This design comes from an exercise in tuning for small area on the open sky130 flow, not from production work.
RTL that was checked went through simulation tests only; none was proved equivalent to the original.
Function not checked in runs 1 to 5: the RTL went through the layout flow alone.
Power and IR drop assume default switching activity.

File: run.sh
#!/bin/bash
# synth_recipe.tcl (not shown) runs the flow's synth.tcl, then flattens the netlist and writes it again
# the make line also repeats each setting of config.mk as NAME=value (left out here)
make -C /OpenROAD-flow-scripts/flow DESIGN_CONFIG=/design/flow/config.mk WORK_HOME=/design/flow/orfs CLKGATE_MAP_FILE= SYNTH_SCRIPT=/design/flow/synth_recipe.tcl finish
File: config.mk
export PLATFORM = sky130hd
export DESIGN_NAME = clock
export DESIGN_NICKNAME = clock
export VERILOG_FILES = /design/flow/design.v
export SDC_FILE = /design/flow/constraint.sdc
export NUM_CORES = 4
export LEC_CHECK = 0
export CAP_MARGIN = 20
export CORE_MARGIN = 2
export CORE_UTILIZATION = 40
export SLEW_MARGIN = 20
File: constraint.sdc
create_clock -name core_clock -period 10.0 [get_ports {clk}]
set_input_delay 2.0000 -clock core_clock [delete_from_list [all_inputs] [get_ports {clk}]]
set_output_delay 2.0000 -clock core_clock [all_outputs]
set_load 0.01 [all_outputs]
File: design.v
`timescale 1ns / 1ps
module sev_seg(
input clk,
input rst,
input s_hourten,
input [3:0] s_hour,
input [2:0] s_minten,
input [3:0] s_min,
output reg [3:0] an,
output [6:0] seg
    );
reg [1:0] current_place;
reg [5:0] count;
parameter max_count = 50;
wire wrap = (count > max_count);
wire [1:0] next_place = wrap ? current_place + 2'd1 : current_place;
function [3:0] code;
    input [3:0] d;
    code = {d[3] | (d[2] & d[1] & d[0]), d[2:0]};
endfunction
reg [3:0] sel;
always @(*) begin
    case(next_place)
        2'd0: sel = code(s_min);
        2'd1: sel = {1'b0, s_minten};
        2'd2: sel = code(s_hour);
        default: sel = {3'b000, s_hourten};
    endcase
end
reg [3:0] e;           
reg [3:0] so0, so2;    
reg [2:0] so1;
reg [1:0] so3;         
reg [3:0] s;           
reg [3:0] cur;
always @(*) begin
    case(current_place)
        2'd0: cur = so0;
        2'd1: cur = {1'b0, so1};
        2'd2: cur = so2;
        default: cur = {1'b0, so3[1], so3[1], so3[0]};
    endcase
end
always @(posedge clk) begin
    if(rst)
        begin
            count <= 0;
            current_place <= 0;
            e <= 0;
            so0 <= 4'd7;
            so1 <= 3'd7;
            so2 <= 4'd7;
            so3 <= 2'b11;
            s <= 4'd7;
            an <= 4'b0000;
        end
    else
        begin
            count <= wrap ? 6'd0 : count + 6'd1;
            current_place <= next_place;
            e <= sel;
            case(current_place)
                2'd0: so0 <= e;
                2'd1: so1 <= e[2:0];
                2'd2: so2 <= e;
                2'd3: so3 <= {1'b0, e[0]};
            endcase
            s <= cur;
            case(current_place)
                2'd0: an <= 4'b1110;
                2'd1: an <= 4'b1101;
                2'd2: an <= 4'b1011;
                2'd3: an <= 4'b0111;
            endcase
        end
end
reg [6:0] dec;
always @(*) begin
    case(s)
        4'd0: dec = 7'b1000000;
        4'd1: dec = 7'b1111001;
        4'd2: dec = 7'b0100100;
        4'd3: dec = 7'b0110000;
        4'd4: dec = 7'b0011001;
        4'd5: dec = 7'b0010010;
        4'd6: dec = 7'b0000010;
        4'd15: dec = 7'b1111000;
        4'd8: dec = 7'b0000000;
        4'd9: dec = 7'b0011000;
        4'd7: dec = 7'b0000000;
        default: dec = 7'bxxxxxxx;
    endcase
end
assign seg = dec;
endmodule
`timescale 1ns / 1ps
module clock(
input clk,
input rst,
input btnC, btnU, btnD, btnR, btnL,
input [3:0] sw,
output [6:0] seg,
output [3:0] an,
output [3:0] led
    );
reg [11:0] count;
reg [5:0] secs, og_secs;
reg [2:0] mt, a_mt, og_mt;      
reg [3:0] mu, a_mu, og_mu;      
reg [3:0] hr, a_hr, og_hr;      
reg [1:0] mode;                 
reg led_r;
assign led = {4{led_r}};
wire is_s = mode[0];
wire is_a = mode[1];
wire is_n = ~mode[0] & ~mode[1];
wire sw0 = (sw == 4'b0000);
wire sw1 = (sw == 4'b0001);
wire restore = is_a & sw1;
wire [5:0] v_s  = restore ? og_secs : secs;
wire [2:0] v_mt = restore ? og_mt : mt;
wire [3:0] v_mu = restore ? og_mu : mu;
wire [3:0] v_hr = restore ? og_hr : hr;
wire s60 = &v_s[5:2];
wire m60 = v_mt[2] & v_mt[1];
wire h13 = v_hr[3] & v_hr[2] & v_hr[0];
wire tick = (count >= 12'd100);
wire btn = (count >= 12'd2500);
wire m_pos = |{mt, mu};
wire h_gt1 = |hr[3:1];
wire step = is_s & btn;
wire m_dn = step & btnD & m_pos;
wire m_up = s60 | (step & btnU & ~m_dn);
wire h_dn = step & btnR & h_gt1;
wire h_up = m60 | (step & btnL & ~h_dn);
wire mu9 = v_mu[3] & v_mu[0];
wire mu0 = ~|v_mu;
wire [2:0] mt_inc = mu9 ? v_mt + 3'd1 : v_mt;
wire [3:0] mu_inc = mu9 ? 4'd0 : v_mu + 4'd1;
wire [2:0] mt_dec = mu0 ? v_mt - 3'd1 : v_mt;
wire [3:0] mu_dec = mu0 ? 4'd9 : v_mu - 4'd1;
reg [5:0] n_secs;
reg [2:0] n_mt;
reg [3:0] n_mu, n_hr;
always @(*) begin
    if (s60 | is_s | (is_n & btnC & ~tick))
        n_secs = 6'd0;
    else if (is_n & tick)
        n_secs = secs + 6'd1;
    else
        n_secs = v_s;
    if (m60)
        begin n_mt = 3'd0; n_mu = 4'd0; end
    else if (m_up)
        begin n_mt = mt_inc; n_mu = mu_inc; end
    else if (m_dn & ~s60)
        begin n_mt = mt_dec; n_mu = mu_dec; end
    else
        begin n_mt = v_mt; n_mu = v_mu; end
    if (h13)
        n_hr = 4'd1;
    else if (h_up)
        n_hr = v_hr + 4'd1;
    else if (h_dn & ~m60)
        n_hr = v_hr - 4'd1;
    else
        n_hr = v_hr;
end
always @(posedge clk) begin
    if (rst)
        begin
            count <= 0;
            secs <= 0;
            mt <= 0; mu <= 0;
            hr <= 4'd12;
            a_mt <= 0; a_mu <= 0; a_hr <= 0;
            og_secs <= 0; og_mt <= 0; og_mu <= 0; og_hr <= 0;
            mode <= 2'b00;
            led_r <= 1'b0;
        end
    else
        begin
            if (~is_a)
                count <= ((is_n & tick) | (is_s & btn)) ? 12'd0 : count + 12'd1;
            secs <= n_secs;
            mt <= n_mt; mu <= n_mu;
            hr <= n_hr;
            if (is_s)
                begin a_mt <= mt; a_mu <= mu; a_hr <= hr; end
            if (is_n & tick)
                begin og_secs <= secs; og_mt <= mt; og_mu <= mu; og_hr <= hr; end
            case (mode)
                2'b00: mode <= btnC ? 2'b01 : 2'b00;
                2'b01: mode <= sw1 ? 2'b10 : 2'b01;
                default: mode <= sw0 ? 2'b00 : 2'b10;
            endcase
            led_r <= is_n & (a_mt == mt) & (a_mu == mu) & (a_hr == hr);
        end
end
wire hten = v_hr[3] & (v_hr[2] | v_hr[1]);
wire [3:0] hun = hten ? {2'b00, v_hr[2], v_hr[0]} : v_hr;
sev_seg display(.clk(clk), .rst(rst), .s_hourten(hten), .s_hour(hun), .s_minten(v_mt), .s_min(v_mu), .an(an), .seg(seg));
endmodule
==> flow_summary_export.csv, run 1 <==
group,metric,value,unit
routing,vias_per_cell,5.644,
timing,finalSetupViolCount,0,
clocking,cts-hold-fix-buffers,0,
clocking,clk_path_buf_depth,2,
pwr,intPower,621.0,uW
critical_path,path_class,"in -> reg",
placement,hpwlAfterDp,7.721,mm
critical_path,crit_path_end_kind,"flop",
placement,routabilityCongestion,0.9028,
yosys,post_synth_instance_area,4885,um^2
yosys,synth-simple-area-share,21.00,%
critical_path,critPathBufInv,1,
global_route,antenna_found_initial,0,
layout,diodes,0,
global_route,use_met3,3.017,%
clocking,cts_setup_buffers,0,
pwr,power_density,144.1,nW/um^2
critical_path,cpLargestDelayFamily,"simple AND/OR/NAND/NOR gates",
layout,syn2layout_area_growth,12.24,%
timing,timing.fmax,0.1904,GHz
clocking,cts_tree,"built",
timing,fin_crit_sh,52.52,%
global_route,use_met2,27.69,%
global_route,grt_max_degree,54,
critical_path,cpPeakStageDelay,640,ps
yosys,synth_top_cell_area_share,39.34,%
routing,vias,3962,
critical_path,cp.arrival,5490,ps
timing,slew_headroom,37.09,%
timing,slew_violations,0,
global_route,use_met1,23.29,%
global_route,grt_pass1_wl,18.38,mm
critical_path,crit_slowest_cell,"nand2_1",
yosys,synth_top_family_by_area,"simple AND/OR/NAND/NOR gates",
run_status,status,"no timing/DRC/antenna violations",
yosys,synth_area_leaders,"dfxtp_1 (39%), mux2i_1 (11%), nor2_1 (6.6%), ha_1 (4.9%), xnor2_1 (3.0%)",
yosys,synth_fa_ha_area_share,4.867,%
routing,post_drt_wl_per_cell,15.72,um
clocking,cts_resized,0,
yosys,syn_nets,574,
die,chipHeight,114.5,um
timing,skew,7.359,ps
timing,period_minus_slack,5252,ps
die,std_cell_rows,40,
pwr,seqPwrFrac,50.2,%
critical_path,worstPathCellList,"clkdlybuf4s50_1, nor3_4, nand2_1, mux2i_1, ha_1, and4_1, a31oi_1, nor3_2, a22oi_1, mux2_1",
routing,routed_wl,11.04,mm
clocking,clkSlewWorstSetupHoldPaths,70,ps
yosys,yosysUniqueCellTypes,74,
pwr,switching_share,21.39,%
yosys,synth_mux_area_share,12.19,%
die,design.core.area,11960,um^2
timing,worst_pin_slew,941.4,ps
yosys,avgSynthCellArea,8.979,um^2
global_route,grt_pass1_vias,3735,
timing,whs,460.7,ps
yosys,synth_compound_area_share,13.45,%
routing,drc_errors,0,
pwr,p_clk_share,44.9,%
hold_path,hp-class,"reg -> reg",
flow_run,drv_cap,0,
pwr,ir_drop,0.08693,mV
yosys,synth-edff-count,0,
die,die_w,114.5,um
clocking,cts_sinks,96,
routing,drtPass1Iterations,5,
timing,hold_viol,0,
critical_path,reg2reg_setup_slack,6410,ps
routing,dr.first_iter.drc_count,353,
clocking,root_buffer,"clkbuf_16",
yosys,synthArstFlopShare,0,%
critical_path,cp_max_fo,22,
global_route,busiest_layer,"met2",
pwr,power_frac_comb,5.0,%
yosys,ys_ff_latch,96,
die,io-pin-count,26,
die,initial_core_util,40.84,%
pwr,power_switching,169.0,uW
yosys,synthCells,544,
clocking,cts_made_buffers,9,
yosys,synth-xor-area-share,4.483,%
die,die_area,13110,um^2
timing,rsz0062_at_grt,"no",
yosys,ys.flop_type,"dfxtp_1",
pwr,p_leak,0.002344,uW
global_route,grt_usage,17.59,%
routing,drtAntennaViolNets,0,
placement,port_buffers,25,
yosys,yosysTopAreaCell,"dfxtp_1",
clocking,htree_levels,3,
timing,setup_tns,0,ps
yosys,seq_area_frac_synth,39.34,%
layout,layout.nets,581,
layout,final_layout_size_suffix_gt1_share,7.387,%
yosys,ys.warnings.count,2,
global_route,grt-ovfl-total,0,
clocking,clk_latency,340,ps
critical_path,worst_setup_path_start_kind,"input port",
critical_path,cp.required,10230,ps
## metal layers
layer / part of all wire (%) / up-vias
met2: 46 / 98
li1: - / 1949
met5: 0 / -
met3: 3.6 / 15
met1: 49 / 1900
met4: 2.0 / 0
## through the flow
stage	power (uW)	std cells	setup WS, ps	util [%]	area, um^2
global placement	443.2	687	4611	43.26	5175
floorplan	428.4	544	5788	-	4885
finish	789.9	702	4748	45.84	5483
global route	817.6	702	4490	45.84	5483
detailed placement	444.4	687	4435	43.26	5175
CTS	798.1	702	4788	45.84	5483
## worst min-delay path: stages (launching register included)
cell and delay, ps:
dfxtp_1 300, inv_1 60, o21ai_0 60
## state kept, by name, summed over array words and instances, names as in the netlist, 4 cells and up
| name | cells |
|---|---|
| hr | 4 |
| a_mu | 4 |
| display.e | 4 |
| display.count | 6 |
| og_mu | 4 |
| mu | 4 |
| og_hr | 4 |
| secs | 6 |
| count | 12 |
| display.an | 4 |
| display.so0 | 4 |
| og_secs | 6 |
| seg | 7 |
| a_hr | 4 |
| display.so2 | 4 |
## kinds of logic (layout without fill, tap and decap cells)
logic type,count (synthesis),after routing
AO/OA/AOI/OAI,91,91
AND/OR/NAND/NOR,207,207
multiplexers,59,59
buffers and inverters,47,58
flip-flops,96,96
XOR/XNOR,25,25
adder cells (fa/ha/maj),19,19
## synth_stat cells (3+ instances only)
cell and number:
dfxtp_1 96, nor2_1 86, mux2i_1 55, nand2_1 36, ha_1 19, o21ai_0 19
clkbuf_1 18, xnor2_1 17, a21oi_1 16, inv_1 16, nand3_1 14, o211ai_1 9
and3_1 8, nand4_1 8, nor3_1 8, xor2_1 8, nand2b_1 6, a221oi_1 5
buf_4 5, nand3b_1 5, nor4_1 5, a22oi_1 4, nor2b_1 4, or4_1 4
a31oi_1 3, buf_2 3, mux2_2 3, o31ai_1 3, or3_1 3
## cells in the final DEF, fill, tap and decap left out, types with 5 or more instances in the layout
| cell | Yosys | final |
|---|---|---|
| nand3b_1 | 5 | 5 |
| clkdlybuf4s50_1 | 0 | 24 |
| and3_1 | 8 | 8 |
| nor3_1 | 8 | 8 |
| a221oi_1 | 5 | 5 |
| clkbuf_16 | 0 | 9 |
| inv_1 | 16 | 16 |
| nand3_1 | 14 | 14 |
| xor2_1 | 8 | 8 |
| ha_1 | 19 | 19 |
| xnor2_1 | 17 | 17 |
| nand2b_1 | 6 | 6 |
| nand2_1 | 36 | 36 |
| nor4_1 | 5 | 5 |
| a21oi_1 | 16 | 16 |
| dfxtp_1 | 96 | 96 |
| nand4_1 | 8 | 8 |
| nor2_1 | 86 | 86 |
| o21ai_0 | 19 | 19 |
| mux2i_1 | 55 | 55 |
| o211ai_1 | 9 | 9 |
## layout make-up
class                      count  area [um^2]
fill                        1167         6479
inverter                      16        60.06
clock buffer                  13        270.3
timing repair buffer          27        260.3
multi-input combinational    401         2749
clock inverter                 2        37.54
sequential                    96         1922
tap                          147        183.9
## power groups by stage
stage | combinational (uW) | sequential [uW] | clock (uW)
finish | 39.2 | 396 | 354
global route | 43.6 | 397 | 377
CTS | 39.6 | 396 | 362
detailed placement | 39.4 | 405 | 0
global placement | 38.6 | 405 | 0
floorplan | 25.8 | 403 | 0
## final timing paths
| path | start | endpoint | cells after the start |
|---|---|---|---|
| setup / recovery | sw[1] | mt[2]$_SDFF_PP0_ | 10 |
| hold / removal | display.so3[1]$_SDFFE_PP1N_ | display.so3[1]$_SDFFE_PP1N_ | 2 |
| setup reg to reg | mode[1]$_SDFF_PP0_ | mt[2]$_SDFF_PP0_ | 9 |
| hold reg to reg | display.so3[1]$_SDFFE_PP1N_ | display.so3[1]$_SDFFE_PP1N_ | 2 |
==> run 2, diff against run 1 <==
--- a/design.v
+++ b/design.v
@@ -12,17 +12,12 @@
 reg [1:0] current_place;
 reg [5:0] count;
-parameter max_count = 50;
-wire wrap = (count > max_count);
-wire [1:0] next_place = wrap ? current_place + 2'd1 : current_place;
-function [3:0] code;
-    input [3:0] d;
-    code = {d[3] | (d[2] & d[1] & d[0]), d[2:0]};
-endfunction
+wire wrap = count[5] & count[4] & count[1] & count[0];    
+wire [1:0] next_place = current_place + {1'b0, wrap};
 reg [3:0] sel;
 always @(*) begin
     case(next_place)
-        2'd0: sel = code(s_min);
+        2'd0: sel = {s_min[3] | (s_min[2] & s_min[1] & s_min[0]), s_min[2:0]};
         2'd1: sel = {1'b0, s_minten};
-        2'd2: sel = code(s_hour);
+        2'd2: sel = {s_hour[3] | (s_hour[2] & s_hour[1] & s_hour[0]), s_hour[2:0]};
         default: sel = {3'b000, s_hourten};
     endcase
@@ -67,30 +62,17 @@
             endcase
             s <= cur;
-            case(current_place)
-                2'd0: an <= 4'b1110;
-                2'd1: an <= 4'b1101;
-                2'd2: an <= 4'b1011;
-                2'd3: an <= 4'b0111;
-            endcase
+            an[0] <= ~(current_place == 2'd0);
+            an[1] <= ~(current_place == 2'd1);
+            an[2] <= ~(current_place == 2'd2);
+            an[3] <= ~(current_place == 2'd3);
         end
 end
-reg [6:0] dec;
-always @(*) begin
-    case(s)
-        4'd0: dec = 7'b1000000;
-        4'd1: dec = 7'b1111001;
-        4'd2: dec = 7'b0100100;
-        4'd3: dec = 7'b0110000;
-        4'd4: dec = 7'b0011001;
-        4'd5: dec = 7'b0010010;
-        4'd6: dec = 7'b0000010;
-        4'd15: dec = 7'b1111000;
-        4'd8: dec = 7'b0000000;
-        4'd9: dec = 7'b0011000;
-        4'd7: dec = 7'b0000000;
-        default: dec = 7'bxxxxxxx;
-    endcase
-end
-assign seg = dec;
+assign seg[0] = (s[2] & ~s[1] & ~s[0]) | (~s[3] & ~s[2] & ~s[1] & s[0]);
+assign seg[1] = (s[2] & ~s[1] & s[0]) | (s[2] & s[1] & ~s[0]);
+assign seg[2] = (~s[2] & s[1] & ~s[0]);
+assign seg[3] = (s[3] & s[1]) | (s[2] & ~s[1] & ~s[0]) | (~s[2] & ~s[1] & s[0]);
+assign seg[4] = (s[3] & s[1]) | (~s[2] & s[0]) | (s[2] & ~s[1]);
+assign seg[5] = (~s[2] & s[1]) | (s[3] & s[1]) | (~s[3] & ~s[2] & s[0]);
+assign seg[6] = (~s[3] & ~s[2] & ~s[1]) | (s[3] & s[1]);
 endmodule
 `timescale 1ns / 1ps
@@ -126,5 +108,5 @@
 wire h13 = v_hr[3] & v_hr[2] & v_hr[0];
 wire tick = (count >= 12'd100);
-wire btn = (count >= 12'd2500);
+wire btn = count[11] & count[8] & count[7] & count[6] & count[2];
 wire m_pos = |{mt, mu};
 wire h_gt1 = |hr[3:1];
@@ -146,8 +128,8 @@
     if (s60 | is_s | (is_n & btnC & ~tick))
         n_secs = 6'd0;
-    else if (is_n & tick)
-        n_secs = secs + 6'd1;
+    else if (restore)
+        n_secs = og_secs;
     else
-        n_secs = v_s;
+        n_secs = secs + {5'd0, is_n & tick};
     if (m60)
         begin n_mt = 3'd0; n_mu = 4'd0; end
@@ -181,6 +163,5 @@
     else
         begin
-            if (~is_a)
-                count <= ((is_n & tick) | (is_s & btn)) ? 12'd0 : count + 12'd1;
+            count <= ((is_n & tick) | (is_s & btn)) ? 12'd0 : count + {11'd0, ~is_a};
             secs <= n_secs;
             mt <= n_mt; mu <= n_mu;
--- a/config.mk
+++ b/config.mk
@@ -6,6 +6,10 @@
 export NUM_CORES = 4
 export LEC_CHECK = 0
+export ABC_AREA = 1
 export CAP_MARGIN = 20
 export CORE_MARGIN = 2
 export CORE_UTILIZATION = 40
+export CTS_BUF_LIST = sky130_fd_sc_hd__clkbuf_16
+export CTS_CLUSTER_DIAMETER = 500
+export CTS_CLUSTER_SIZE = 100
 export SLEW_MARGIN = 20
==> run 2 against run 1 <==
- area after synthesis shrank 5.2%
- via count grew 1.7%
- hold slack lost 3.6 ps
- critical path depth grew 1
- critical path type unchanged
- highest routed layer unchanged
- cell area shrank 4.6%
- first-iteration DRC count shrank 8.8%
- maximum frequency grew 25%
==> flow_summary_export.csv, run 2 <==
group,metric,value,unit
critical_path,cp.required,10240,ps
layout,layout.nets,676,
layout,syn2layout_area_growth,12.97,%
timing,worst_pin_slew,838.4,ps
timing,fin_crit_sh,42.17,%
critical_path,cp.arrival,4460,ps
clocking,htree_levels,3,
layout,diodes,0,
yosys,avgSynthCellArea,7.283,um^2
yosys,synth_area_leaders,"dfxtp_1 (40%), nand2_1 (10%), inv_1 (6.0%), a21oi_1 (5.6%), nor2_1 (5.0%)",
timing,slew_headroom,43.93,%
yosys,ys.warnings.count,2,
critical_path,crit_top_cell,"inv_1",
pwr,power_density,144.6,nW/um^2
global_route,grt_pass1_vias,3745,
layout,multi_input_area,2336,um^2
routing,drc_errors,0,
clocking,clk_path_buf_depth,2,
global_route,antenna_found_initial,0,
layout,design_area,5233,um^2
yosys,ys.flop_type,"dfxtp_1",
routing,vias_per_cell,5.044,
critical_path,critPathBufInv,4,
die,initial_core_util,40.74,%
run_status,status,"no timing/DRC/antenna violations",
clocking,root_buffer,"clkbuf_16",
global_route,grt_pass1_wl,17.32,mm
layout,seq_area,1862,um^2
clocking,clk_latency,340,ps
yosys,synthArstFlopShare,0,%
yosys,seq_area_frac_synth,40.19,%
critical_path,worst_setup_path_start_kind,"input port",
yosys,yosys-top-cells-count,"nand2_1 (125), dfxtp_1 (93), inv_1 (74)",
die,chipHeight,111.6,um
timing,hold_viol,0,
routing,dr.first_iter.drc_count,322,
placement,port_buffers,25,
die,std_cell_rows,39,
routing,drtPass1Iterations,5,
pwr,ir_drop,0.06930,mV
layout,final_layout_size_suffix_gt1_share,9.909,%
yosys,synth.most_common_cell,"nand2_1",
flow_run,drv_cap,0,
yosys,synth_top_cell_area_share,40.19,%
clocking,cts-hold-fix-buffers,0,
yosys,ys_ff_latch,93,
yosys,synth-edff-count,0,
layout,mostFrequentLayoutCells,"nand2_1 (125), dfxtp_1 (93), inv_1 (76)",
timing,slew_violations,0,
timing,setup_tns,0,ps
critical_path,crit_path_end_kind,"flop",
global_route,grt-ovfl-total,0,
die,die_area,12460,um^2
timing,timing.fmax,0.2371,GHz
critical_path,path_class,"in -> reg",
routing,drtAntennaViolNets,0,
placement,routabilityCongestion,0.8159,
clocking,cts_tree,"built",
placement,dpl_cell_area,4950,um^2
hold_path,hp-class,"reg -> reg",
clocking,cts_made_buffers,9,
routing,vias,4030,
routing,post_drt_wl_per_cell,12.35,um
layout,utilization,46.02,%
timing,skew,6.712,ps
placement,hpwlAfterDp,7.138,mm
yosys,post_synth_instance_area,4632,um^2
critical_path,cp_max_fo,33,
clocking,cts_resized,0,
yosys,syn_nets,660,
routing,routed_wl,9.870,mm
yosys,yosysUniqueCellTypes,46,
layout,layout_commonest_cell,"nand2_1",
critical_path,cpLargestDelayFamily,"buffers and inverters",
pwr,p_leak,0.002216,uW
yosys,synthCells,636,
layout,fillers,1112,
layout,largest_reg_flops,12,
yosys,yosysTopAreaCell,"dfxtp_1",
global_route,grt_max_degree,47,
global_route,grt_usage,16.71,%
critical_path,crit_slowest_cell,"clkdlybuf4s50_1",
critical_path,cpPeakStageDelay,480,ps
timing,finalSetupViolCount,0,
timing,rsz0062_at_grt,"no",
die,design.core.area,11370,um^2
timing,period_minus_slack,4217,ps
critical_path,worstPathCellList,"clkdlybuf4s50_1, inv_1, nor2_4, nand3_4, o21ai_2, inv_1, ha_1, o21ai_0, a21oi_1, nand2_1, inv_1",
die,io-pin-count,26,
clocking,clkSlewWorstSetupHoldPaths,60,ps
clocking,cts_setup_buffers,0,
layout,regMostFlops,"count",
die,die_w,111.6,um
clocking,cts_sinks,93,
## run 2: changes by cell type after synthesis, sizes merged, moves of 6 or more
cell,previous run,this run
nand3,14,40
inv,16,79
and3,9,0
xnor2,17,7
a21oi,17,52
nand2b,6,0
o21ai,21,57
nor2,87,67
mux2i,55,0
ha,19,13
or2,3,9
nand2,36,140
nand4,8,22
clkbuf,19,11
## run 2: kinds of logic (layout without fill, tap and decap cells)
family | after synthesis | after routing | share of synthesized area, %
AND/OR/NAND/NOR | 294 | 294 | 29.93
AO/OA/AOI/OAI | 123 | 123 | 15.10
buffers and inverters | 103 | 123 | 9.373
XOR/XNOR | 10 | 10 | 1.891
flip-flops | 93 | 93 | 40.19
adder cells (fa/ha/maj) | 13 | 13 | 3.512
## run 2: power breakdown
| group | total (uW) | internal [uW] | leakage [uW] | switching [uW] |
|---|---|---|---|---|
| Sequential | 385 | 379 | 0.000756 | 5.71 |
| Combinational | 48.3 | 20.6 | 0.00132 | 27.7 |
| Clock | 323 | 190 | 0.000142 | 133 |
| Total | 757 | 590 | 0.00222 | 167 |
## run 2: final timing paths
check	startpoint	endpoint	slack [ps]	depth (start not counted)
setup / recovery	sw[0]	mt[1]$_SDFF_PP0_	5780	11
hold / removal	display.so0[2]$_SDFFE_PP1N_	display.so0[2]$_SDFFE_PP1N_	460	2
setup reg to reg	count[2]$_SDFF_PP0_	secs[4]$_SDFF_PP0_	7060	11
hold reg to reg	display.so0[2]$_SDFFE_PP1N_	display.so0[2]$_SDFFE_PP1N_	460	2
## run 2: tightest hold or removal path, cell delays in order, from the launching register on
cell and delay (ps):
dfxtp_1 320, nand2_1 50, nand3_1 50
## run 2: layer usage
metal	GRT usage (%)	share of wire, %
met3	3.756	3.7
met5	0	0
met4	5.679	1.7
met2	26.26	44
met1	22.80	50
## run 2: metrics by stage
step	std cells	setup slack, ps	power [uW]	hold WS [ps]
CTS	799	5852	769.6	462.0
floorplan	636	6502	424.0	419.1
global placement	784	5626	440.2	436.4
detailed placement	784	5523	441.7	445.9
global route	799	5587	792.5	485.4
finish	799	5783	756.6	457.1
## run 2: layout make-up
class / instances / share of cell area, %
Multi-Input combinational cell: 440 / 44.64
Sequential cell: 93 / 35.58
Inverter: 81 / 5.882
Timing Repair Buffer: 27 / 5.069
Clock buffer: 9 / 4.304
Tap cell: 143 / 3.419
Clock inverter: 6 / 1.100
==> run 3, diff against run 2 <==
--- a/config.mk
+++ b/config.mk
@@ -10,6 +10,6 @@
 export CORE_MARGIN = 2
 export CORE_UTILIZATION = 40
-export CTS_BUF_LIST = sky130_fd_sc_hd__clkbuf_16
-export CTS_CLUSTER_DIAMETER = 500
-export CTS_CLUSTER_SIZE = 100
+export CTS_BUF_LIST = sky130_fd_sc_hd__clkbuf_8
+export CTS_CLUSTER_DIAMETER = 100
+export CTS_CLUSTER_SIZE = 30
 export SLEW_MARGIN = 20
==> run 3 against run 2 <==
- still clean on timing, DRC and antenna
- register-to-register slack got worse by 70 ps
- sequential power is essentially flat
- final cell count unchanged
- clock-buffer cell count is 1 higher
- sequential share of layout area up 0.63 points
- largest cell class unchanged
- largest power group unchanged
==> flow_summary_export.csv, run 3 <==
group,metric,value,unit
run_status,status,"no timing/DRC/antenna violations",
critical_path,cp.required,10280,ps
yosys,synth.most_common_cell,"nand2_1",
global_route,grt_pass1_vias,3753,
yosys,synthArstFlopShare,0,%
yosys,seq_area_frac_synth,40.19,%
timing,setup_tns,0,ps
layout,layout.nets,676,
die,chipHeight,111.6,um
global_route,antenna_found_initial,0,
yosys,syn_nets,660,
clocking,cts_resized,0,
yosys,synth_area_leaders,"dfxtp_1 (40%), nand2_1 (10%), inv_1 (6.0%), a21oi_1 (5.6%), nor2_1 (5.0%)",
pwr,power_density,132.1,nW/um^2
timing,worst_pin_slew,834.0,ps
critical_path,cp.arrival,4440,ps
timing,rsz0062_at_grt,"no",
pwr,p_clk_share,36.3,%
clocking,clkSlewWorstSetupHoldPaths,80,ps
routing,dr.first_iter.drc_count,255,
critical_path,worst_setup_path_start_kind,"input port",
placement,hpwlAfterDp,7.138,mm
yosys,synth_top_cell_area_share,40.19,%
critical_path,critPathBufInv,4,
yosys,yosysUniqueCellTypes,46,
clocking,clk_path_buf_depth,2,
timing,period_minus_slack,4164,ps
pwr,ir_drop,0.05128,mV
pwr,power_switching,160.3,uW
routing,drtAntennaViolNets,0,
layout,diodes,0,
hold_path,hp-class,"reg -> reg",
yosys,synth-edff-count,0,
layout,regMostFlops,"count",
critical_path,worstPathCellList,"clkdlybuf4s50_1, inv_1, nor2_4, nand3_4, o21ai_2, inv_1, ha_1, o21ai_0, a21oi_1, nand2_1, inv_1",
timing,slew_headroom,44.23,%
yosys,post_synth_instance_area,4632,um^2
critical_path,cpPeakStageDelay,480,ps
layout,syn2layout_area_growth,10.99,%
pwr,p_leak,0.002175,uW
critical_path,crit_slowest_cell,"clkdlybuf4s50_1",
routing,drtPass1Iterations,5,
pwr,power_frac_comb,7.1,%
die,die_area,12460,um^2
placement,routabilityCongestion,0.8159,
clocking,clk_latency,380,ps
global_route,grt-ovfl-total,0,
yosys,yosysTopAreaCell,"dfxtp_1",
clocking,root_buffer,"clkbuf_8",
flow_run,drv_cap,0,
yosys,synthCells,636,
global_route,grt_pass1_wl,17.28,mm
routing,routed_wl,9.870,mm
clocking,cts_sinks,93,
layout,utilization,45.22,%
pwr,intPower,519.0,uW
yosys,avgSynthCellArea,7.283,um^2
yosys,ys_ff_latch,93,
routing,vias,4039,
die,io-pin-count,26,
pwr,seqPwrFrac,56.6,%
critical_path,reg2reg_setup_slack,6990,ps
global_route,grt_usage,16.83,%
routing,vias_per_cell,5.055,
pwr,switching_share,23.60,%
global_route,grt_max_degree,47,
routing,drc_errors,0,
layout,mostFrequentLayoutCells,"nand2_1 (125), dfxtp_1 (93), inv_1 (76)",
die,std_cell_rows,39,
timing,skew,13.40,ps
clocking,cts_setup_buffers,0,
timing,slew_violations,0,
layout,largest_reg_flops,12,
clocking,cts_made_buffers,9,
yosys,ys.flop_type,"dfxtp_1",
critical_path,crit_path_end_kind,"flop",
routing,post_drt_wl_per_cell,12.35,um
critical_path,path_class,"in -> reg",
yosys,ys.warnings.count,2,
critical_path,crit_top_cell,"inv_1",
timing,timing.fmax,0.2402,GHz
placement,port_buffers,25,
clocking,cts_tree,"built",
die,initial_core_util,40.74,%
yosys,yosys-top-cells-count,"nand2_1 (125), dfxtp_1 (93), inv_1 (74)",
clocking,cts-hold-fix-buffers,0,
die,design.core.area,11370,um^2
timing,fin_crit_sh,41.64,%
die,die_w,111.6,um
critical_path,cp_max_fo,33,
timing,finalSetupViolCount,0,
timing,hold_viol,0,
clocking,htree_levels,3,
layout,final_layout_size_suffix_gt1_share,10.06,%
critical_path,cpLargestDelayFamily,"buffers and inverters",
layout,layout_commonest_cell,"nand2_1",
-- run 3: cell counts after synthesis --
Identical to the previous run, type by type.
-- run 3: layout make-up --
cell class | count | area [um^2]
Clock inverter | 5 | 53.80
Fill cell | 1123 | 6228
Timing Repair Buffer | 27 | 265.3
Multi-Input combinational cell | 440 | 2336
Sequential cell | 93 | 1862
Clock buffer | 10 | 137.6
Inverter | 81 | 307.8
Tap cell | 143 | 178.9
-- run 3: metrics by stage --
stage / instances / area [um^2] / hold WS (ps) / total power, uW / setup slack (ps)
floorplan: 636 / 4632 / 419.1 / 424.0 / 6502
global placement: 784 / 4950 / 436.4 / 440.2 / 5626
detailed placement: 784 / 4950 / 445.9 / 441.7 / 5523
CTS: 799 / 5141 / 465.5 / 689.1 / 5901
global route: 799 / 5141 / 489.6 / 712.3 / 5635
finish: 799 / 5141 / 459.6 / 679.3 / 5836
-- run 3: worst min-delay path, stage by stage, from the launching register on --
cell and delay, ps:
dfxtp_1 320, nand2_1 60, nand2_1 40
-- run 3: per-layer routing --
metal	up-vias	GRT usage (%)	wire (um)	part of all wire, %
li1	2119	-	-	-
met3	16	3.702	441	4.5
met2	81	26.22	4371	44
met4	0	7.160	214	2.2
met5	-	0	0	0
met1	1823	22.63	4843	49
-- run 3: kinds of logic (layout without fill, tap and decap cells) --
family	count (synthesis)	after routing	synth area share (%)
simple gates	294	294	29.93
compound gates	123	123	15.10
buf+inv	103	123	9.373
flops	93	93	40.19
fa+ha+maj	13	13	3.512
xor+xnor	10	10	1.891
-- run 3: worst paths after layout --
kind | end | depth (start not counted) | start
hold reg to reg | display.so3[1]$_SDFFE_PP1N_ | 2 | display.so3[1]$_SDFFE_PP1N_
hold / removal | display.so3[1]$_SDFFE_PP1N_ | 2 | display.so3[1]$_SDFFE_PP1N_
setup / recovery | mt[1]$_SDFF_PP0_ | 11 | sw[0]
setup reg to reg | secs[4]$_SDFF_PP0_ | 11 | count[2]$_SDFF_PP0_
-- run 3: power by group through the flow --
stage,clock network [uW],logic (uW),registers [uW]
5_1_grt,271,55.2,386
6_report,247,48.1,385
3_5_place_dp,0,48.4,393
3_3_place_gp,0,47.4,393
4_1_cts,256,48.5,385
2_1_floorplan,0,31.8,392
==> run 4, diff against run 3 <==
--- a/design.v
+++ b/design.v
@@ -87,5 +87,6 @@
     );
 reg [11:0] count;
-reg [5:0] secs, og_secs;
+reg [5:0] og_secs;
+reg [1:0] sf;
 reg [2:0] mt, a_mt, og_mt;      
 reg [3:0] mu, a_mu, og_mu;      
@@ -100,42 +101,30 @@
 wire sw1 = (sw == 4'b0001);
 wire restore = is_a & sw1;
-wire [5:0] v_s  = restore ? og_secs : secs;
 wire [2:0] v_mt = restore ? og_mt : mt;
 wire [3:0] v_mu = restore ? og_mu : mu;
 wire [3:0] v_hr = restore ? og_hr : hr;
-wire s60 = &v_s[5:2];
+wire s60 = ~restore & sf[1] & og_secs[5] & og_secs[4] & og_secs[3] & ~og_secs[2] & og_secs[1] & og_secs[0];
 wire m60 = v_mt[2] & v_mt[1];
 wire h13 = v_hr[3] & v_hr[2] & v_hr[0];
-wire tick = (count >= 12'd100);
-wire btn = count[11] & count[8] & count[7] & count[6] & count[2];
+wire tick = is_n & (count >= 12'd100);
+wire btn = is_s & count[11] & count[8] & count[7] & count[6] & count[2];
 wire m_pos = |{mt, mu};
 wire h_gt1 = |hr[3:1];
-wire step = is_s & btn;
-wire m_dn = step & btnD & m_pos;
-wire m_up = s60 | (step & btnU & ~m_dn);
-wire h_dn = step & btnR & h_gt1;
-wire h_up = m60 | (step & btnL & ~h_dn);
+wire m_dn = btn & btnD & m_pos & ~s60;
+wire m_up = s60 | (btn & btnU & ~(btnD & m_pos));
+wire h_dn = btn & btnR & h_gt1 & ~m60;
+wire h_up = m60 | (btn & btnL & ~(btnR & h_gt1));
 wire mu9 = v_mu[3] & v_mu[0];
 wire mu0 = ~|v_mu;
-wire [2:0] mt_inc = mu9 ? v_mt + 3'd1 : v_mt;
-wire [3:0] mu_inc = mu9 ? 4'd0 : v_mu + 4'd1;
-wire [2:0] mt_dec = mu0 ? v_mt - 3'd1 : v_mt;
-wire [3:0] mu_dec = mu0 ? 4'd9 : v_mu - 4'd1;
-reg [5:0] n_secs;
 reg [2:0] n_mt;
 reg [3:0] n_mu, n_hr;
+reg [1:0] n_sf;
 always @(*) begin
-    if (s60 | is_s | (is_n & btnC & ~tick))
-        n_secs = 6'd0;
-    else if (restore)
-        n_secs = og_secs;
-    else
-        n_secs = secs + {5'd0, is_n & tick};
     if (m60)
         begin n_mt = 3'd0; n_mu = 4'd0; end
     else if (m_up)
-        begin n_mt = mt_inc; n_mu = mu_inc; end
-    else if (m_dn & ~s60)
-        begin n_mt = mt_dec; n_mu = mu_dec; end
+        begin n_mt = v_mt + {2'd0, mu9}; n_mu = mu9 ? 4'd0 : v_mu + 4'd1; end
+    else if (m_dn)
+        begin n_mt = v_mt - {2'd0, mu0}; n_mu = mu0 ? 4'd9 : v_mu - 4'd1; end
     else
         begin n_mt = v_mt; n_mu = v_mu; end
@@ -144,8 +133,16 @@
     else if (h_up)
         n_hr = v_hr + 4'd1;
-    else if (h_dn & ~m60)
+    else if (h_dn)
         n_hr = v_hr - 4'd1;
     else
         n_hr = v_hr;
+    if (s60 | is_s | (is_n & btnC & ~tick))
+        n_sf = 2'b00;
+    else if (tick)
+        n_sf = 2'b10;
+    else if (restore)
+        n_sf = 2'b01;
+    else
+        n_sf = sf;
 end
 always @(posedge clk) begin
@@ -153,9 +150,10 @@
         begin
             count <= 0;
-            secs <= 0;
+            og_secs <= 0;
+            sf <= 2'b00;
             mt <= 0; mu <= 0;
             hr <= 4'd12;
-            a_mt <= 0; a_mu <= 0; a_hr <= 0;
-            og_secs <= 0; og_mt <= 0; og_mu <= 0; og_hr <= 0;
+            a_hr[3:1] <= 3'b111;    
+            og_mt <= 0; og_mu <= 0; og_hr <= 0;
             mode <= 2'b00;
             led_r <= 1'b0;
@@ -163,12 +161,13 @@
     else
         begin
-            count <= ((is_n & tick) | (is_s & btn)) ? 12'd0 : count + {11'd0, ~is_a};
-            secs <= n_secs;
+            count <= (tick | btn) ? 12'd0 : count + {11'd0, ~is_a};
+            og_secs <= (tick & ~sf[1] & ~sf[0]) ? 6'd0 : og_secs + {5'd0, tick & sf[1]};
+            sf <= n_sf;
             mt <= n_mt; mu <= n_mu;
             hr <= n_hr;
             if (is_s)
-                begin a_mt <= mt; a_mu <= mu; a_hr <= hr; end
-            if (is_n & tick)
-                begin og_secs <= secs; og_mt <= mt; og_mu <= mu; og_hr <= hr; end
+                a_hr[3:1] <= hr[3:1];
+            if (tick)
+                begin og_mt <= mt; og_mu <= mu; og_hr <= hr; end
             case (mode)
                 2'b00: mode <= btnC ? 2'b01 : 2'b00;
@@ -179,4 +178,8 @@
         end
 end
+always @(posedge clk) begin
+    if (is_s)
+        begin a_mt <= mt; a_mu <= mu; a_hr[0] <= hr[0]; end
+end
 wire hten = v_hr[3] & (v_hr[2] | v_hr[1]);
 wire [3:0] hun = hten ? {2'b00, v_hr[2], v_hr[0]} : v_hr;
==> run 4 against run 3 <==
- still clean
- final cell count shrank 8.3%
- sequential share of layout area increased by 2.5 points
- wire length shrank 10%
- first-iteration DRC count is 26% lower
- flip-flop and latch count is 4 lower
- die area fell by 7.0%
- global-route usage barely moved
- non-clock buffer count is 1 lower
- setup slack got worse by 1.2 ps
- clock skew grew 4.2 ps
- total power shrank 7.5%
- highest routed layer unchanged
==> flow_summary_export.csv, run 4 <==
group,metric,value,unit
layout,regMostFlops,"count",
timing,worst_pin_slew,837.6,ps
clocking,clkSlewWorstSetupHoldPaths,80,ps
routing,wl_met2,3.878,mm
timing,slew_violations,0,
routing,drc_errors,0,
routing,dr.first_iter.drc_count,188,
die,design.core.area,10370,um^2
die,die_area,11580,um^2
pwr,intPower,477.0,uW
routing,post_drt_wl_per_cell,12.07,um
global_route,grt-ovfl-total,0,
yosys,ys_ff_latch,89,
yosys,synth-edff-count,8,
global_route,grt_max_degree,37,
placement,dp_slack,5481,ps
layout,layout.nets,618,
pwr,power_switching,151.1,uW
clocking,cts_setup_buffers,0,
placement,hpwlAfterDp,6.489,mm
layout,utilization,46.40,%
critical_path,crit_path_end_kind,"flop",
routing,drtPass1Iterations,4,
yosys,avgSynthCellArea,7.549,um^2
routing,dr_wl_met3,417,um
yosys,yosysTopAreaCell,"dfxtp_1",
routing,vias,3563,
timing,timing.fmax,0.2401,GHz
timing,rsz0062_at_grt,"no",
die,die_w,107.6,um
yosys,synth_area_leaders,"dfxtp_1 (38%), nand2_1 (11%), inv_1 (5.7%), edfxtp_1 (5.6%), nor2_1 (5.6%)",
yosys,synth.most_common_cell,"nand2_1",
routing,routed.top_layer,"met4",
placement,dpl_cell_area,4646,um^2
global_route,antenna_found_initial,0,
clocking,clk_latency,370,ps
layout,diodes,0,
yosys,yosysUniqueCellTypes,40,
layout,mostFrequentLayoutCells,"nand2_1 (127), dfxtp_1 (81), inv_1 (68)",
timing,setup_ws,5835,ps
placement,port_buffers,25,
pwr,power_frac_comb,6.0,%
critical_path,r2r_cells,11,
yosys,synthCells,569,
hold_path,hp-class,"reg -> reg",
routing,drtAntennaViolNets,0,
critical_path,cp_max_fo,19,
pwr,p_clk_share,34.6,%
critical_path,path_class,"in -> reg",
yosys,synth_top_cell_area_share,37.75,%
layout,largest_reg_flops,12,
clocking,htree_levels,3,
pwr,switching_share,24.06,%
pwr,p_leak,0.002099,uW
yosys,synthArstFlopShare,0,%
critical_path,startpoint,"sw[0]",
layout,fillers,1062,
placement,routabilityCongestion,0.8604,
yosys,ys.flop_type,"dfxtp_1",
routing,wl_met1,4.414,mm
timing,finalSetupViolCount,0,
pwr,power_density,130.5,nW/um^2
yosys,yosys-top-cells-count,"nand2_1 (127), dfxtp_1 (81), inv_1 (65)",
die,io-pin-count,26,
hold_path,min_path_cells,2,
pwr,seqPwrFrac,59.4,%
timing,period_minus_slack,4165,ps
placement,place_inst,717,
die,std_cell_rows,37,
run_status,status,"no timing/DRC/antenna violations",
clocking,root_buffer,"clkbuf_8",
yosys,seq_area_frac_synth,43.34,%
global_route,grt_pass1_wl,15.41,mm
clocking,cts-hold-fix-buffers,0,
die,chipHeight,107.6,um
yosys,syn_nets,595,
yosys,post_synth_instance_area,4295,um^2
layout,design_area,4812,um^2
clocking,cts_resized,0,
global_route,grt_pass1_vias,3331,
global_route,grt_usage,16.82,%
critical_path,cp.required,10240,ps
timing,slew_headroom,43.99,%
timing,fin_crit_sh,41.65,%
layout,final_layout_size_suffix_gt1_share,7.370,%
critical_path,rr_startpoint,"mode[1]$_SDFF_PP0_",
critical_path,worst_setup_path_start_kind,"input port",
routing,vias_per_cell,4.861,
clocking,clk_path_buf_depth,2,
die,initial_core_util,41.42,%
clocking,cts_made_buffers,9,
routing,routed_wl,8.850,mm
yosys,ys.warnings.count,2,
layout,syn2layout_area_growth,12.03,%
critical_path,cp.arrival,4410,ps
clocking,cts_sinks,89,
layout,layout.cells.non_filler,733,
flow_run,drv_cap,0,
timing,skew,17.61,ps
timing,setup_tns,0,ps
hold_path,min_from,"display.so3[1]$_SDFFE_PP1N_",
pwr,ir_drop,0.06124,mV
timing,hold_viol,0,
layout,layout_commonest_cell,"nand2_1",
clocking,cts_tree,"built",
==> run 4: routing by layer <==
layer	vias up	global-route usage (%)
met5	-	0
met4	0	6.868
met3	9	3.874
met2	71	25.97
met1	1604	22.64
li1	1879	-
==> run 4: area by class of cell <==
cell class                      instances  area, um^2  share of cell area (%)
Timing Repair Buffer                   26       257.7                   5.356
Clock inverter                          6       28.78                  0.5980
Clock buffer                           10       137.6                   2.860
Inverter                               71       267.8                   5.564
Multi-Input combinational cell        395        2088                   43.40
Tap cell                              136       170.2                   3.536
Sequential cell                        89        1862                   38.69
==> run 4: power groups by stage <==
| stage | Sequential [uW] | Combinational (uW) | Clock (uW) |
|---|---|---|---|
| final | 373 | 37.6 | 217 |
| after global routing | 375 | 42.8 | 241 |
| after CTS | 373 | 38.0 | 225 |
| after detailed placement | 382 | 37.9 | 0 |
| after global placement | 382 | 37.4 | 0 |
| after floorplan | 380 | 22.9 | 0 |
==> run 4: final timing paths <==
path | slack, ps | end
setup / recovery | 5840 | mt[1]$_SDFF_PP0_
hold / removal | 460 | display.so3[1]$_SDFFE_PP1N_
setup reg to reg | 7620 | mt[1]$_SDFF_PP0_
hold reg to reg | 460 | display.so3[1]$_SDFFE_PP1N_
==> run 4: cell families (layout without fill, tap and decap cells) <==
logic type | Yosys count | count (layout) | share of synthesized area [%]
xor+xnor | 22 | 22 | 4.486
flops | 89 | 89 | 43.34
buf+inv | 85 | 113 | 8.039
fa+ha+maj | 15 | 15 | 4.369
compound gates | 74 | 74 | 10.25
simple gates | 284 | 284 | 29.51
==> run 4: through the flow <==
stage | power (uW) | hold WS [ps]
2_1_floorplan | 403.2 | 419.1
3_3_place_gp | 419.0 | 437.1
3_5_place_dp | 419.8 | 440.7
4_1_cts | 635.9 | 458.7
5_1_grt | 658.5 | 471.3
6_report | 628.1 | 457.4
==> run 4: worst max-delay path, cell delays in order <==
cell and delay [ps]:
clkdlybuf4s50_1 480, inv_1 70, nor2_4 180, nand3_4 270, nand2_1 150, nand2_1 130
ha_1 270, nand3_1 140, inv_1 60, ha_1 170, ha_1 270, nand2_1 50
o211ai_1 90, a21oi_1 80
==> run 5, diff against run 4 <==
==> flow/run.sh (new file) <==
#!/bin/bash
# Standard layout with smaller port buffers and a clock tree without dummy loads.
# Every tool's output goes to flow_make.log here; ORFS keeps its own logs under orfs/logs.
set -euo pipefail
export BUFFER_PORTS_ARGS="-buffer_cell sky130_fd_sc_hd__buf_1"
export CTS_ARGS="-sink_clustering_enable -repair_clock_nets -dont_use_dummy_load -buf_list sky130_fd_sc_hd__clkbuf_8 -sink_clustering_size 30 -sink_clustering_max_diameter 100"
bash standard.sh > flow_make.log 2>&1
==> standard.sh (new file) <==
#!/bin/bash
# synth_recipe.tcl (not shown) runs the flow's synth.tcl, then flattens the netlist and writes it again
# the make line also repeats each setting of config.mk as NAME=value (left out here)
make -C /OpenROAD-flow-scripts/flow DESIGN_CONFIG=/design/flow/config.mk WORK_HOME=/design/flow/orfs CLKGATE_MAP_FILE= SYNTH_SCRIPT=/design/flow/synth_recipe.tcl "${@:-finish}"
removed: run.sh
==> run 5 against run 4 <==
- hold slack improved by 5.5 ps
- synthesized cell count did not move
- final cell count fell by 0.95%
- sequential share of layout area rose by 1.7 points
- first-iteration DRC count fell by 18%
- clock-buffer cell count fell by 1
- total power fell by 5.0%
- sequential power barely moved
- critical path type unchanged
- combinational power fell by 14%
- clock skew barely moved
- critical path depth did not move
- maximum frequency rose by 10%
==> flow_summary_export.csv, run 5 <==
group,metric,value,unit
flow_run,drv_cap,0,
global_route,grt-ovfl-total,0,
layout,largest_reg_flops,12,
clocking,cts_made_buffers,9,
global_route,antenna_found_initial,0,
clocking,clk_path_buf_depth,2,
critical_path,crit_path_end_kind,"flop",
yosys,ys.flop_type,"dfxtp_1",
routing,routed_wl,8.832,mm
routing,dr.first_iter.drc_count,154,
critical_path,cp_max_fo,19,
timing,worst_pin_slew,837.8,ps
routing,vias_per_cell,4.877,
routing,drc_errors,0,
clocking,root_buffer,"clkbuf_8",
pwr,ir_drop,0.05945,mV
yosys,synth_top_cell_area_share,37.75,%
yosys,synth_area_leaders,"dfxtp_1 (38%), nand2_1 (11%), inv_1 (5.7%), edfxtp_1 (5.6%), nor2_1 (5.6%)",
pwr,power_frac_comb,5.4,%
yosys,seq_area_frac_synth,43.34,%
die,design.core.area,10370,um^2
critical_path,path_class,"in -> reg",
critical_path,cpLargestDelayFamily,"simple AND/OR/NAND/NOR gates",
die,chipHeight,107.6,um
timing,timing.fmax,0.2646,GHz
critical_path,critPathBufInv,3,
timing,rsz0062_at_grt,"no",
placement,port_buffers,25,
placement,routabilityCongestion,0.8829,
yosys,ys_ff_latch,89,
clocking,cts_setup_buffers,0,
critical_path,cp.required,10270,ps
clocking,cts_sinks,89,
routing,drtAntennaViolNets,0,
yosys,post_synth_instance_area,4295,um^2
hold_path,hp-class,"reg -> reg",
yosys,synth.most_common_cell,"nand2_1",
global_route,grt_pass1_vias,3309,
layout,regMostFlops,"count",
timing,slew_violations,0,
timing,setup_tns,0,ps
critical_path,worstPathCellList,"buf_1, inv_1, nor2_4, nand3_4, nand2_1, nand2_1, ha_1, nand3_1, inv_1, ha_1, ha_1, nand2_1, o211ai_1, a21oi_1",
timing,finalSetupViolCount,0,
clocking,cts-hold-fix-buffers,0,
layout,layout_commonest_cell,"nand2_1",
yosys,ys.warnings.count,2,
die,initial_core_util,41.42,%
placement,place_inst,717,
timing,slew_headroom,44.15,%
yosys,yosysTopAreaCell,"dfxtp_1",
yosys,synth-edff-count,8,
critical_path,crit_slowest_cell,"ha_1",
yosys,synthCells,569,
pwr,p_clk_share,32.0,%
layout,layout.cells.non_filler,726,
yosys,avgSynthCellArea,7.549,um^2
timing,period_minus_slack,3779,ps
critical_path,cp.arrival,4050,ps
layout,mostFrequentLayoutCells,"nand2_1 (127), dfxtp_1 (81), inv_1 (65)",
die,die_area,11580,um^2
pwr,switching_share,23.12,%
routing,drtPass1Iterations,4,
yosys,synthArstFlopShare,0,%
die,io-pin-count,26,
placement,hpwlAfterDp,6.624,mm
clocking,cts_tree,"built",
clocking,cts_resized,0,
run_status,status,"no timing/DRC/antenna violations",
global_route,grt_usage,16.29,%
pwr,seqPwrFrac,62.6,%
global_route,grt_max_degree,25,
pwr,power_switching,138.0,uW
layout,syn2layout_area_growth,7.399,%
layout,final_layout_size_suffix_gt1_share,6.780,%
layout,layout.nets,618,
yosys,syn_nets,595,
die,die_w,107.6,um
die,std_cell_rows,37,
timing,fin_crit_sh,37.79,%
layout,utilization,44.49,%
routing,post_drt_wl_per_cell,12.17,um
critical_path,worst_setup_path_start_kind,"input port",
pwr,power_density,129.3,nW/um^2
global_route,grt_pass1_wl,15.06,mm
clocking,clk_latency,350,ps
routing,vias,3541,
clocking,htree_levels,3,
layout,diodes,0,
yosys,yosys-top-cells-count,"nand2_1 (127), dfxtp_1 (81), inv_1 (65)",
clocking,clkSlewWorstSetupHoldPaths,80,ps
pwr,intPower,458.7,uW
timing,skew,17.70,ps
pwr,p_leak,0.002004,uW
yosys,yosysUniqueCellTypes,40,
critical_path,cpPeakStageDelay,270,ps
timing,hold_viol,0,
-- run 5: cell counts after synthesis --
Identical to the previous run, type by type.
-- run 5: power by group through the flow --
stage	clock, uW	combinational, uW	sequential, uW
2_1_floorplan	0	22.9	380
5_1_grt	209	37.1	375
6_report	191	32.2	374
4_1_cts	199	32.4	374
3_3_place_gp	0	31.6	382
3_5_place_dp	0	32.3	382
-- run 5: final timing paths --
path	start	end	slack, ps	cells past startpoint
worst max register to register	mode[1]$_SDFF_PP0_	mt[1]$_SDFF_PP0_	7620	11
worst max-delay path	sw[0]	mt[1]$_SDFF_PP0_	6220	14
worst min-delay path	display.so2[1]$_SDFFE_PP1N_	display.so2[1]$_SDFFE_PP1N_	460	2
worst min register to register	display.so2[1]$_SDFFE_PP1N_	display.so2[1]$_SDFFE_PP1N_	460	2
-- run 5: kinds of logic (layout without fill, tap and decap cells) --
| logic type | count (synthesis) | count (layout) | synth area share, % |
|---|---|---|---|
| simple gates | 284 | 284 | 29.51 |
| flops | 89 | 89 | 43.34 |
| buf+inv | 85 | 106 | 8.039 |
| compound gates | 74 | 74 | 10.25 |
| xor+xnor | 22 | 22 | 4.486 |
| fa+ha+maj | 15 | 15 | 4.369 |
-- run 5: worst reg2reg max path: cells and delay by family (launching register included) --
kind	cells	cell delay, ps
flip-flops	1	560
AO/OA/AOI/OAI	2	210
buffers and inverters	1	60
AND/OR/NAND/NOR	5	770
adder cells (fa/ha/maj)	3	710
-- run 5: cell type report --
type	instances	area, um^2
inverters	71	267.8
flip-flops and latches	89	1862
clock buffers	9	123.9
multi-input cells	395	2088
fillers	1085	5757
well taps	136	170.2
repair buffers	26	101.3
-- run 5: per-layer routing --
layer	part of all wire [%]	up-vias	global-route usage [%]
li1	-	1876	-
met1	51	1586	23.22
met2	43	72	23.99
met3	5.0	7	3.087
met4	0.97	0	6.868
met5	0	-	0
-- run 5: metrics by stage --
stage                     hold slack [ps]  worst slack [ps]  instance area, um^2  power (uW)
after floorplan                     419.1              6208                 4295       403.2
after global placement              437.5              5917                 4489       413.1
after detailed placement            443.6              5868                 4489       414.3
after CTS                           463.8              6246                 4613       604.8
after global routing                475.0              6023                 4613       620.7
final                               462.9              6221                 4613       596.7
==> run 6, diff against run 5 <==
--- a/design.v
+++ b/design.v
@@ -7,10 +7,10 @@
 input [2:0] s_minten,
 input [3:0] s_min,
-output reg [3:0] an,
+output [3:0] an,
 output [6:0] seg
     );
 reg [1:0] current_place;
 reg [5:0] count;
-wire wrap = count[5] & count[4] & count[1] & count[0];    
+wire wrap = &count[3:0];
 wire [1:0] next_place = current_place + {1'b0, wrap};
 reg [3:0] sel;
@@ -28,4 +28,6 @@
 reg [1:0] so3;         
 reg [3:0] s;           
+reg [1:0] place_d;     
+reg an_on;             
 reg [3:0] cur;
 always @(*) begin
@@ -48,9 +50,8 @@
             so3 <= 2'b11;
             s <= 4'd7;
-            an <= 4'b0000;
         end
     else
         begin
-            count <= wrap ? 6'd0 : count + 6'd1;
+            count <= wrap ? 6'd0 : {count[4:0], ~(count[5] ^ count[0])};
             current_place <= next_place;
             e <= sel;
@@ -62,10 +63,14 @@
             endcase
             s <= cur;
-            an[0] <= ~(current_place == 2'd0);
-            an[1] <= ~(current_place == 2'd1);
-            an[2] <= ~(current_place == 2'd2);
-            an[3] <= ~(current_place == 2'd3);
-        end
-end
+        end
+end
+always @(posedge clk) begin
+    an_on <= ~rst;
+    place_d <= current_place;
+end
+assign an[0] = an_on & (place_d != 2'd0);
+assign an[1] = an_on & (place_d != 2'd1);
+assign an[2] = an_on & (place_d != 2'd2);
+assign an[3] = an_on & (place_d != 2'd3);
 assign seg[0] = (s[2] & ~s[1] & ~s[0]) | (~s[3] & ~s[2] & ~s[1] & s[0]);
 assign seg[1] = (s[2] & ~s[1] & s[0]) | (s[2] & s[1] & ~s[0]);
@@ -86,5 +91,5 @@
 output [3:0] led
     );
-reg [11:0] count;
+reg [6:0] count;                
 reg [5:0] og_secs;
 reg [1:0] sf;
@@ -107,6 +112,12 @@
 wire m60 = v_mt[2] & v_mt[1];
 wire h13 = v_hr[3] & v_hr[2] & v_hr[0];
-wire tick = is_n & (count >= 12'd100);
-wire btn = is_s & count[11] & count[8] & count[7] & count[6] & count[2];
+wire [4:0] hi = {a_mt[0], a_mu};
+wire tick = is_n & count[6] & count[5] & (count[4] | count[3] | count[2]);
+wire btn = is_s & hi[4] & hi[1] & hi[0] & count[6] & count[2];
+wire [7:0] lo_inc = {1'b0, count} + {7'd0, ~is_a};
+wire [4:0] hi_inc = hi + {4'd0, lo_inc[7]};
+wire load_a = is_s & sw1;
+wire sat = load_a & (lo_inc[7] | (|hi));
+wire [4:0] n_hi = (is_s & ~load_a) ? (btn ? 5'd0 : hi_inc) : 5'd0;
 wire m_pos = |{mt, mu};
 wire h_gt1 = |hr[3:1];
@@ -115,26 +126,27 @@
 wire h_dn = btn & btnR & h_gt1 & ~m60;
 wire h_up = m60 | (btn & btnL & ~(btnR & h_gt1));
-wire mu9 = v_mu[3] & v_mu[0];
-wire mu0 = ~|v_mu;
+wire [3:0] tg_mu;
+assign tg_mu[0] = m_up | m_dn;
+assign tg_mu[1] = (m_up & v_mu[0] & ~v_mu[3]) | (m_dn & ~v_mu[0] & (v_mu[1] | v_mu[2] | v_mu[3]));
+assign tg_mu[2] = (m_up & v_mu[1] & v_mu[0]) | (m_dn & ~v_mu[1] & ~v_mu[0] & (v_mu[2] | v_mu[3]));
+assign tg_mu[3] = (m_up & v_mu[0] & (v_mu[3] | (v_mu[2] & v_mu[1]))) | (m_dn & ~v_mu[2] & ~v_mu[1] & ~v_mu[0]);
+wire c_up = m_up & v_mu[3] & v_mu[0];
+wire c_dn = m_dn & ~v_mu[3] & ~v_mu[2] & ~v_mu[1] & ~v_mu[0];
+wire [3:0] tg_hr;
+assign tg_hr[0] = h_up | h_dn;
+assign tg_hr[1] = (h_up & v_hr[0]) | (h_dn & ~v_hr[0]);
+assign tg_hr[2] = (h_up & v_hr[1] & v_hr[0]) | (h_dn & ~v_hr[1] & ~v_hr[0]);
+assign tg_hr[3] = (h_up & v_hr[2] & v_hr[1] & v_hr[0]) | (h_dn & ~v_hr[2] & ~v_hr[1] & ~v_hr[0]);
+wire [2:0] tg_mt;
+assign tg_mt[0] = c_up | c_dn;
+assign tg_mt[1] = (c_up & v_mt[0]) | (c_dn & ~v_mt[0]);
+assign tg_mt[2] = (c_up & v_mt[1] & v_mt[0]) | (c_dn & ~v_mt[1] & ~v_mt[0]);
 reg [2:0] n_mt;
 reg [3:0] n_mu, n_hr;
 reg [1:0] n_sf;
 always @(*) begin
-    if (m60)
-        begin n_mt = 3'd0; n_mu = 4'd0; end
-    else if (m_up)
-        begin n_mt = v_mt + {2'd0, mu9}; n_mu = mu9 ? 4'd0 : v_mu + 4'd1; end
-    else if (m_dn)
-        begin n_mt = v_mt - {2'd0, mu0}; n_mu = mu0 ? 4'd9 : v_mu - 4'd1; end
-    else
-        begin n_mt = v_mt; n_mu = v_mu; end
-    if (h13)
-        n_hr = 4'd1;
-    else if (h_up)
-        n_hr = v_hr + 4'd1;
-    else if (h_dn)
-        n_hr = v_hr - 4'd1;
-    else
-        n_hr = v_hr;
+    n_mu = m60 ? 4'd0 : v_mu ^ tg_mu;
+    n_mt = m60 ? 3'd0 : v_mt ^ tg_mt;
+    n_hr = h13 ? 4'd1 : v_hr ^ tg_hr;
     if (s60 | is_s | (is_n & btnC & ~tick))
         n_sf = 2'b00;
@@ -161,10 +173,10 @@
     else
         begin
-            count <= (tick | btn) ? 12'd0 : count + {11'd0, ~is_a};
+            count <= (tick | btn) ? 7'd0 : (lo_inc[6:0] | {sat, sat, 2'b00, sat, 2'b00});
             og_secs <= (tick & ~sf[1] & ~sf[0]) ? 6'd0 : og_secs + {5'd0, tick & sf[1]};
             sf <= n_sf;
             mt <= n_mt; mu <= n_mu;
             hr <= n_hr;
-            if (is_s)
+            if (load_a)
                 a_hr[3:1] <= hr[3:1];
             if (tick)
@@ -179,6 +191,10 @@
 end
 always @(posedge clk) begin
-    if (is_s)
-        begin a_mt <= mt; a_mu <= mu; a_hr[0] <= hr[0]; end
+    if (load_a)
+        begin a_mt[2:1] <= mt[2:1]; a_hr[0] <= hr[0]; end
+    if (load_a)
+        {a_mt[0], a_mu} <= {mt[0], mu};
+    else if (is_s | (is_n & btnC))
+        {a_mt[0], a_mu} <= n_hi;
 end
 wire hten = v_hr[3] & (v_hr[2] | v_hr[1]);
==> flow/run.sh (replaced) <==
#!/bin/bash
# Standard layout with smaller port buffers and a clock tree without dummy loads.
# Every tool's output goes to flow_make.log here; ORFS keeps its own logs under orfs/logs.
set -euo pipefail
export BUFFER_PORTS_ARGS="-buffer_cell sky130_fd_sc_hd__buf_1"
export CTS_ARGS="-sink_clustering_enable -repair_clock_nets -dont_use_dummy_load -root_buf sky130_fd_sc_hd__clkbuf_16 -buf_list sky130_fd_sc_hd__clkbuf_4 -sink_clustering_size 30 -sink_clustering_max_diameter 100"
bash standard.sh > flow_make.log 2>&1
==> run 6 against run 5 <==
- clock power increased by 43%
- global-route usage grew 0.22 points
- critical path type unchanged
- via count is 3.3% lower
- highest routed layer unchanged
- first-iteration DRC count increased by 14%
- wire length fell by 2.4%
- still clean on timing, DRC and antenna
- register-to-register slack improved by 40 ps
- cell area decreased by 3.8%
- critical path depth is 1 lower
==> flow_summary_export.csv, run 6 <==
group,metric,value,unit
run_status,status,"no timing/DRC/antenna violations",
timing,period_minus_slack,3298,ps
clocking,cts_tree,"built",
yosys,post_synth_instance_area,4023,um^2
die,chipHeight,104.3,um
routing,vias_per_cell,4.921,
critical_path,reg2reg_setup_slack,7660,ps
layout,utilization,45.40,%
flow_run,drv_cap,0,
placement,routabilityCongestion,0.8281,
layout,layout.nets,583,
layout,mostFrequentLayoutCells,"nand2_1 (124), dfxtp_1 (75), inv_1 (64), nor2_1 (64), nand3_1 (46)",
critical_path,cpLargestDelayFamily,"simple AND/OR/NAND/NOR gates",
clocking,cts_resized,0,
hold_path,hp-class,"reg -> reg",
layout,largest_reg_flops,7,
critical_path,crit_path_end_kind,"flop",
clocking,htree_levels,3,
timing,slew_headroom,47.04,%
routing,dr.first_iter.drc_count,175,
timing,timing.fmax,0.3032,GHz
yosys,yosys-top-cells-count,"nand2_1 (124), dfxtp_1 (75), inv_1 (64), nor2_1 (64), nand3_1 (46)",
global_route,antenna_found_initial,0,
timing,setup_tns,0,ps
timing,finalSetupViolCount,0,
yosys,ys_ff_latch,83,
pwr,ir_drop,0.07218,mV
timing,rsz0062_at_grt,"no",
critical_path,cp.required,10220,ps
layout,layout.cells.non_filler,696,
die,die_w,104.3,um
clocking,clkSlewWorstSetupHoldPaths,60,ps
routing,drtAntennaViolNets,0,
global_route,grt_pass1_wl,14.52,mm
placement,dp_slack,6365,ps
timing,fin_crit_sh,32.98,%
placement,place_inst,687,
yosys,synth_area_leaders,"dfxtp_1 (37%), nand2_1 (12%), edfxtp_1 (6.0%), inv_1 (6.0%), nor2_1 (6.0%)",
clocking,cts_sinks,83,
critical_path,crit_top_cell,"nand2_1",
layout,syn2layout_area_growth,10.33,%
routing,routed_wl,8.620,mm
yosys,yosysUniqueCellTypes,40,
yosys,synth_top_cell_area_share,37.33,%
critical_path,cp_max_fo,17,
layout,diodes,0,
layout,final_layout_size_suffix_gt1_share,6.039,%
routing,vias,3425,
global_route,grt_pass1_vias,3171,
critical_path,worst_setup_path_start_kind,"input port",
critical_path,path_class,"in -> reg",
routing,drc_errors,0,
clocking,clk_path_buf_depth,2,
pwr,power_density,148.3,nW/um^2
clocking,cts_setup_buffers,0,
routing,drtPass1Iterations,5,
yosys,syn_nets,559,
clocking,cts-hold-fix-buffers,0,
clocking,cts_made_buffers,9,
global_route,grt-ovfl-total,0,
critical_path,critPathBufInv,1,
timing,setup_ws,6702,ps
yosys,synth.most_common_cell,"nand2_1",
routing,post_drt_wl_per_cell,12.39,um
die,initial_core_util,41.15,%
timing,hold_viol,0,
timing,slew_violations,0,
die,io-pin-count,26,
pwr,p_leak,0.001875,uW
die,die_area,10870,um^2
yosys,avgSynthCellArea,7.436,um^2
yosys,ys.warnings.count,2,
die,std_cell_rows,36,
critical_path,cp.arrival,3510,ps
clocking,root_buffer,"clkbuf_16",
critical_path,worstPathCellList,"buf_1, nor2_4, nand3_4, nand2_1, nand2_1, nand2_1, nand2_1, nand3_1, nand2_1, nand2_1, nand2_1, nand3_1, nand2_1",
critical_path,cpPeakStageDelay,260,ps
die,design.core.area,9774,um^2
global_route,grt_usage,16.51,%
critical_path,crit_slowest_cell,"nand3_4",
yosys,ys.flop_type,"dfxtp_1",
yosys,yosysTopAreaCell,"dfxtp_1",
timing,worst_pin_slew,787.7,ps
timing,skew,18.15,ps
placement,hpwlAfterDp,6.408,mm
yosys,synthArstFlopShare,0,%
global_route,grt_max_degree,34,
layout,layout_commonest_cell,"nand2_1",
yosys,synthCells,541,
clocking,clk_latency,340,ps
yosys,synth-edff-count,8,
yosys,seq_area_frac_synth,43.30,%
placement,port_buffers,25,
layout,regMostFlops,"count",
run 6: cell type report:
type                            count  area (um^2)
Fill cell                        1021         5336
Multi-Input combinational cell    375         1934
Sequential cell                    83         1742
Inverter                           69        261.5
Clock buffer                        9        225.2
Tap cell                          133        166.4
Timing Repair Buffer               27        108.9
run 6: final timing paths:
kind,from,to,cells after the start
min,display.count[4]$_SDFF_PP0_,display.count[5]$_SDFF_PP0_,2
max reg2reg,mode[1]$_SDFF_PP0_,og_secs[4]$_SDFF_PP0_,12
min reg2reg,display.count[4]$_SDFF_PP0_,display.count[5]$_SDFF_PP0_,2
max,sw[3],hr[3]$_SDFF_PP1_,13
run 6: routing by layer:
layer / wire length (um) / track usage [%]
met1: 4213 / 21.96
met2: 3827 / 25.96
met3: 450 / 3.571
met4: 128 / 6.660
met5: 0 / 0
run 6: report_power, final:
| group | leakage, uW | switching, uW | total (uW) | internal, uW |
|---|---|---|---|---|
| Combinational | 0.00108 | 21.3 | 33.8 | 12.5 |
| Sequential | 0.000687 | 7.03 | 350 | 343 |
| Clock | 0.000111 | 116 | 274 | 158 |
| Total | 0.00188 | 144 | 658 | 514 |
run 6: metrics by stage:
step	cell area [um^2]	hold WS [ps]	total power, uW
global route	4438	423.9	684.5
detailed placement	4213	400.4	391.4
CTS	4438	410.4	666.9
global placement	4213	396.0	390.5
floorplan	4023	388.0	380.2
finish	4438	408.3	657.9
run 6: logic make-up (layout without fill, tap and decap cells):
kind of cell | after synthesis | in the layout | share of synthesized area, %
fa+ha+maj | 7 | 7 | 2.177
compound gates | 80 | 80 | 11.98
simple gates | 263 | 263 | 28.49
flops | 83 | 83 | 43.30
xor+xnor | 25 | 25 | 5.443
buf+inv | 83 | 105 | 8.616
run 6: tightest hold or removal path: stages (launching register included):
cell and delay [ps]:
dfxtp_1 290, inv_1 40, nor2_1 30

-- re-timing with driven ports --
In the flow no input, the clock included, has a driving cell. The finished layouts below were timed again as built, in two steps.
Step 1: set_driving_cell puts a clkbuf_16 on clk and a buf_2 on each other input, an assumption about the parent block.
Step 2, shift: input delay + t, output delay - t, t = (earliest + latest rising clock arrival at the registers) / 2. This alone moves slack from input paths to output paths.
Slacks: ideal ports / drivers / drivers and shift; pairs: ideal ports / drivers.
| run | t, ns | setup WS [ns] | pins driven straight from the clock port |
|---|---|---|---|
| run 1 | 0.380 | 4.748 / 4.765 / 4.385 | 1 |
| run 2 | 0.370 | 5.783 / 5.796 / 5.426 | 1 |
| run 3 | 0.403 | 5.836 / 5.848 / 5.445 | 1 |
| run 4 | 0.394 | 5.835 / 5.846 / 5.452 | 1 |
| run 5 | 0.378 | 6.221 / 6.233 / 5.855 | 1 |
| run 6 | 0.369 | 6.702 / 6.713 / 6.348 | 1 |
After both steps every run listed still meets setup and hold. For run 3, which loses most, drivers alone change the setup slack by +0.012 ns; drivers and shift together by -0.391 ns.
